This is an optimization exercise on Yosys and OpenROAD, whose aim is small area, a short achievable clock period and few clock cycles, not a production implementation.
The RTL was checked by simulation tests, not by an equivalence proof against the original design.

## RSA
module RSA ( key_in, mod_in, data_in, data_out, key_ready, mod_ready, data_ready, resetn, CLK, finish, key_end, mod_end, data_out_ready,state );
   input           CLK, resetn;
   input [31:0]    key_in, mod_in, data_in;
   input           key_ready, mod_ready, data_ready;
   output          finish;
   output [31:0]   data_out;
   output          key_end, mod_end, data_out_ready;
   output [2:0]    state;
   localparam [2:0] INIT     = 3'h1;
   localparam [2:0] IDLE     = 3'h2;
   localparam [2:0] KEY_GET  = 3'h3;
   localparam [2:0] MOD_GET  = 3'h4;
   localparam [2:0] DATA_GET = 3'h5;
   localparam [2:0] DATA_OUT = 3'h6;
   localparam [2:0] ENCRYPT  = 3'h7;
   localparam integer I_IDLE = 0;
   localparam integer I_INIT = 1;      
   localparam integer I_WS   = 2;      
   localparam integer I_PRE2 = 4;      
   localparam integer I_RUN  = 5;      
   localparam integer I_RES  = 6;      
   localparam integer I_NEXT = 7;      
   localparam integer I_DONE = 8;
   localparam [8:0] EG_IDLE = 9'b000000001;
   localparam [8:0] EG_INIT = 9'b000000010;
  ...
clock: 14.0 ns
lec_check: 0
cap_margin: 40
core_margin: 2
core_utilization: 65
slew_margin: 40
synth_hierarchical: 1
synth_memory_max_bits: 8192
standard.sh (not shown) runs the stock make flow with config.mk's settings and CLKGATE_MAP_FILE= SYNTH_SCRIPT=/design/flow/synth_recipe.tcl, a recipe that flattens the netlist after the stock synthesis.
==> flow/flow/run.sh <==
#!/bin/bash
# Layout flow: the standard ORFS flow (standard.sh), run with a setup
# repair margin aimed well below the 14 ns clock, so that repair_timing
# keeps sizing and buffering the critical paths after the 14 ns
# constraint is met, and with cell resizing not limited to cells of the
# same footprint.  The constraints, the synthesis and every step are the
# standard ones.
set -euo pipefail
bash standard.sh SETUP_SLACK_MARGIN=9.3 TNS_END_PERCENT=100 MATCH_CELL_FOOTPRINT=0 finish > standard_flow.log 2>&1
Testbench counts at the start, summed over its fixed seeds: cycles 1,683,949.
Then changed:
--- a/flow/design.v
+++ b/flow/design.v
@@ -103,26 +103,26 @@
            end
            default: cnt <= 5'd0;
          endcase
       end
    end
    assign state          = st;
    assign finish         = fin_r;
    assign key_end        = kend_r;
    assign mod_end        = mend_r;
    assign data_out_ready = dor_r;
    reg [1023:0] E;           
+   reg [4:0]    epos;        
    reg [31:0]   ew;          
    reg          ewv;         
    reg [5:0]    ewl;         
-   reg [4:0]    erc;         
    reg [1023:0] N;           
    reg [1023:0] X;           
    reg          xsign;       
    wire [1024:0] A;          
    reg          a_sign;      
    wire [1026:0] nS, nC;     
    reg [3:0]    Np;          
    reg [4:0]    topw_idx;    
    reg [4:0]    topw_msb;    
    reg          mexam;
    reg [4:0]    mexam_idx;
@@ -255,23 +255,24 @@
             end
          end else if (gp % 8 == 0 && gp > 0) begin : g_cout
             assign nC_res[gp] = nrc[gp];
             assign cbound[gp/8] = ~nC[gp];
          end else begin : g_cz
             assign nC_res[gp] = 1'b1;
          end
       end
    endgenerate
    assign nrc[0] = 1'b1;
    assign cbound[0] = ~nC[9];
-   wire c_zero = ~|cbound;
+   wire [7:0] zsv;
+   wire c_zero = &zsv;
    reg  res_first;      
    wire nx = eg[I_NEXT] | (eg[I_RES] & c_zero & ~res_first);
    wire [1087:0] Aext = {{63{A[1024]}}, A};
    wire [8:0] di_p2 = di + 9'd2;
    wire [4:0] bsel = bs;
    wire [64*32-1:0] bl0;
    genvar gi;
    generate
       for (gi = 0; gi < 32; gi = gi + 1) begin : g_bl
          if (gi < 17) begin : g_l
             assign bl0[64*gi +: 64] = Aext[64*gi +: 64];
@@ -467,47 +468,43 @@
         eg[I_DONE]: eg_n = EG_IDLE;
         default: eg_n = EG_IDLE;
       endcase
       if (resetn == 1'b0) eg_n = EG_IDLE;
    end
    always @(posedge CLK) eg <= eg_n;
    always @(posedge CLK) begin
       if (resetn == 1'b0) begin
          scan_act <= 1'b0;
          xstream <= 1'b0;
          rot_pend <= 1'b0;
-         erc <= 5'd0;
       end
       else begin
          rot_pend <= nx & n_rot;
          if (eg[I_RUN] && di == 9'd256) xstream <= 1'b0;
          if (eng_start) begin
             ebits <= 11'd0;
             scan_act <= 1'b1;
             found <= 1'b0;
             ewv <= 1'b0;
             ewl <= 6'd32;
-            erc <= 5'd31;
          end
          else begin
-            if (erc != 5'd0) erc <= erc - 5'd1;
             if (rotE) begin
                ebits <= ebits + 11'd1;
                ew <= {ew[30:0], 1'b0};
                if (ebits[4:0] == 5'd31) ewv <= 1'b0;
             end
-            else if (!ewv && erc == 5'd0 && ewl != 6'd0) begin
+            else if (!ewv && ewl != 6'd0 && epos == ewl[4:0] - 5'd1) begin
                ew <= E[31:0];
                ewv <= 1'b1;
                ewl <= ewl - 6'd1;
-               if (ewl != 6'd1) erc <= 5'd31;
             end
             if (scan_act) begin
                if (ebits[10])
                  scan_act <= 1'b0;
                else if (ewv && etop) begin
                   found <= 1'b1;
                   scan_act <= 1'b0;
                end
             end
          end
          case (1'b1)
@@ -552,26 +549,24 @@
            end
            eg[I_RES]: res_first <= 1'b0;
            default: ;
          endcase
       end
    end
    wire wordop = eg[I_INIT] | eg[I_WS] | (st_dout & (cnt != 5'd31));
    wire [31:0] topword = eg[I_INIT] ? initw :
                          eg[I_WS]   ? wsum[31:0] : aw;
    always @(posedge CLK) begin
       dout_r <= A[31:0];
-      if (st_key)
-        E <= {key_in, E[1023:32]};
-      else if (erc != 5'd0)
-        E <= {E[31:0], E[1023:32]};
+      E <= {st_key ? key_in : E[31:0], E[1023:32]};
+      epos <= (st_key && cnt == 5'd31) ? 5'd0 : epos + 5'd1;
       if (st_mod)
         N <= {mod_in, N[1023:32]};
       else if (eg[I_WS])
         N <= {N[31:0], N[1023:32]};
       mexam <= st_mod;
       mexam_idx <= cnt;
       if (mexam) begin
          if (mexam_idx == 5'd0) begin
             Np <= np_f;
             topw_idx <= 5'd0;
             topw_msb <= ntop_msb;
@@ -612,40 +607,43 @@
    generate
       for (gs = 0; gs < 8; gs = gs + 1) begin : g_sl
          localparam integer LO  = 128 * gs;
          localparam integer HA  = (gs == 7) ? 1023 : 128 * gs + 127;    
          localparam integer HS  = (gs == 7) ? 1026 : 128 * gs + 127;    
          localparam integer HW  = (gs == 7) ? W - 1 : 128 * gs + 127;   
          wire c_res, c_rp, c_wop;
          wire [5:0] as;
          rsa_rep #(9) CTL (CLK, {c_res_n, c_rp_n, c_wop_n, sp0}, {c_res, c_rp, c_wop, as});
          reg [HA-LO:0] a_q;
          reg [HS-LO:0] ns_q, nc_q;
+         reg zs_q;
          always @(posedge CLK) begin
             if (c_res)
               a_q <= ~nrsum[HA:LO];
             else if (c_wop)
               a_q <= A_sh[HA:LO];
             if (c_res) begin
                ns_q <= nrsum[HS:LO];
                nc_q <= nC_res[HS:LO];
             end
             else if (c_rp) begin
                ns_q <= {(HS-LO+1){1'b1}};
                nc_q <= {(HS-LO+1){1'b1}};
             end
             else begin
                ns_q <= nS_mm[HS:LO];
                nc_q <= nC_mm[HS:LO];
             end
+            zs_q <= &nC_res[HS:LO];
          end
+         assign zsv[gs] = zs_q;
          assign A[HA:LO]  = a_q;
          assign nS[HS:LO] = ns_q;
          assign nC[HS:LO] = nc_q;
          assign one0_v[HW:LO] = {(HW-LO+1){as[1]}};
          assign two0_v[HW:LO] = {(HW-LO+1){as[0]}};
          assign neg0_v[HW:LO] = {(HW-LO+1){as[2]}};
          assign one1_v[HW:LO] = {(HW-LO+1){as[4]}};
          assign two1_v[HW:LO] = {(HW-LO+1){as[3]}};
          assign neg1_v[HW:LO] = {(HW-LO+1){as[5]}};
       end
    endgenerate
The changed run completed without violations. Global-route usage grows by 0.23 points. Clock-buffer cell count grows by 30. Cell count shrinks slightly. Synthesized area shrinks by a few percent. Core utilization grows by 0.31 points. Hold slack loses 0.080 ns. Final area shrinks by a few percent.
Testbench counts after the change, summed over its fixed seeds: cycles 1,683,949.

port drivers added, routing unchanged:
The results above use ideal ports. As a check the final layouts listed here were re-extracted and re-timed, cells and wires unchanged.
Step 1 sets driving cells, clkbuf_16 on the clock port and buf_2 on the other inputs (assumed; they add their load-dependent delay and slew).
Step 2 times the ports against the registers' clock, not the clock port: input delays grow and output delays shrink by t, the midpoint of the rising clock arrivals with the driver on.
a / b / c = ideal / step 1 / step 2; a / b = the first two.
| run | t (ns) | setup WS [ns] | worst setup path after step 2 | latest minus earliest clock arrival (ns) | cell pins on the clock port's net |
|---|---|---|---|---|---|
| the first run | 1.288 | 9.090 / 9.090 / 8.436 | input to register | 0.118 / 0.118 | 1 |
| the second run | 1.308 | 8.997 / 8.997 / 8.123 | input to register | 0.141 / 0.141 | 1 |
After both steps setup and hold are still met in every run listed. For the second run, which loses most, drivers alone change the setup slack by 0.000 ns; drivers and shift together by -0.874 ns.
